Context: an optimization exercise on an open-source flow, tuned for small area. The choices shown serve that exercise and are no tape-out recipe.
Only simulation tests tie the RTL to the original design; equivalence was not proved.
Power figures rest on the tool's default switching activity, not on a simulated workload.

==> inputs of branch nickel <==
## Greedy_snake
module  Greedy_snake(
        input                   clk                     ,
        input                   rst_n                   ,
        input                   IRDA_RXD                ,
        output  wire            VGA_SYNC_N              ,
        output  wire            VGA_BLANK_N             ,
        output  wire            VGA_HS                  ,
        output  wire            VGA_VS                  ,
        output  wire  [ 7: 0]   VGA_R                   ,
        output  wire  [ 7: 0]   VGA_G                   ,
        output  wire  [ 7: 0]   VGA_B                   ,
        output  wire  [ 6: 0]   HEX0                    ,
        output  wire  [ 6: 0]   HEX1
);
==> flow/config.mk <==
export PLATFORM = sky130hd
export DESIGN_NAME = Greedy_snake
export DESIGN_NICKNAME = Greedy_snake
export VERILOG_FILES = /design/flow/design.v
export SDC_FILE = /design/flow/constraint.sdc
export NUM_CORES = 4
export LEC_CHECK = 0
export ABC_AREA = 1
export CAP_MARGIN = 10
export CORE_MARGIN = 2
export CORE_UTILIZATION = 50
export GPL_TIMING_DRIVEN = 0
export SLEW_MARGIN = 10
export SYNTH_MEMORY_MAX_BITS = 16384
==> flow/constraint.sdc <==
create_clock -name core_clock -period 40.0 [get_ports {clk}]
set_input_delay 8.0000 -clock core_clock [delete_from_list [all_inputs] [get_ports {clk}]]
set_output_delay 8.0000 -clock core_clock [all_outputs]
set_load 0.01 [all_outputs]
standard.sh (not shown) runs the stock make flow with config.mk's settings and CLKGATE_MAP_FILE= SYNTH_SCRIPT=/design/flow/synth_recipe.tcl, a recipe that flattens the netlist after the stock synthesis.
==> flow/flow/run.sh <==
#!/bin/bash
# Own layout flow: the standard flow (standard.sh), with
#  - clock tree synthesis without dummy loads, with larger sink clusters;
#  - the smallest buffer on the ports.
# Each ORFS step writes its full log under orfs/logs/; make's own output goes
# to make_synth.log and make_finish.log here.
set -euo pipefail
W=$PWD
rm -rf "$W/scripts_mod"
cp -r "$FLOW_HOME/scripts" "$W/scripts_mod"
cp "$W/flow/abc_area.script" "$W/scripts_mod/abc_area.script"
export SCRIPTS_DIR="$W/scripts_mod"
export CTS_ARGS="-sink_clustering_enable -repair_clock_nets -dont_use_dummy_load -sink_clustering_size 12 -sink_clustering_max_diameter 50 -buf_list {sky130_fd_sc_hd__clkbuf_4 sky130_fd_sc_hd__clkbuf_8}"
export BUFFER_PORTS_ARGS="-inputs -outputs -buffer_cell sky130_fd_sc_hd__buf_1"
bash standard.sh synth > "$W/make_synth.log" 2>&1
bash standard.sh > "$W/make_finish.log" 2>&1
==> flow/flow/abc_area.script <==
strash
&get -n
&deepsyn -T 1200
&dch -f
&nf -p -R 1000 -F 16 -A 8 -C 32
&put
topo
==> inputs of branch xenon, as changes to branch nickel <==
==> flow/flow/abc_area.script (replaced) <==
strash
&get -n
&deepsyn -T 900
&dch -f
&nf -p -R 1000 -F 16 -A 8 -C 32
&put
topo
==> notes <==
In first-iteration DRC count, branch xenon and branch nickel do not differ. In synthesized cell count, branch xenon and branch nickel do not differ. In setup slack, branch nickel and branch xenon do not differ. Clock power is about the same in branch nickel and branch xenon. Wire length is the same in branch nickel and branch xenon. Sequential share of layout area is the same in branch nickel and branch xenon. In worst hold slack, branch nickel and branch xenon do not differ. Synthesized area is the same in branch nickel and branch xenon. Critical path depth is the same in branch xenon and branch nickel. Sequential cell count is the same in branch nickel and branch xenon.
==> figures <==
item	branch xenon	branch nickel
Power of the sequential group	0.201 mW	0.201 mW
Proportion of netlist area held by the largest area contributor	0.176	0.176
Remaining number of nets flagged by the antenna check after routing	0	0
Top routing layer in use	met4	met4
Die X	180 µm	180 µm
Detailed router's first-iteration violation count	1800	1800
Multi-input gate area	10200 µm²	10200 µm²
Total length of routed met2 wires	27200 µm	27200 µm
Count of fill cells added during filler insertion	2875	2875
Wire length on met3	5610 µm	5610 µm
Busiest metal layer after global routing	met2	met2
Worst hold path depth	0	0
Hold-fix buffers at CTS	0	0
Initial cell density of the core	0.508	0.508
Post-detailed-route via-to-cell ratio	6.81	6.81
DRC violation count after routing	0	0
Most instantiated library cell after synthesis	nand2_1	nand2_1
Multiplexer area fraction after synthesis	0.0168	0.0168
Run status	finished clean	finished clean
Reg2Reg Launch Point	hc[5]	hc[5]
Overall power consumption	0.313 mW	0.313 mW

separate check: timing with driven ports:
Ports are ideal in the flow. The routed layouts listed here were re-timed in OpenROAD.
Step 1, drivers: a clkbuf_16 drives clk and a buf_2 each remaining input, both assumed.
Step 2 moves the port delays by t, midway between the first and last clock arrival at a register: inputs arrive t later, outputs are due t later. That takes back most of the time a late clock gives input paths.
a / b / c = ideal ports / drivers / drivers and shift; a / b = the first two.
| run | t (ns) | slack for setup (ns) | pins driven straight from the clock port |
|---|---|---|---|
| branch nickel | 0.519 | 28.577 / 28.577 / 28.577 | 1 |
| branch xenon | 0.519 | 28.577 / 28.577 / 28.577 | 1 |
After both steps setup and hold are still met in every run listed.
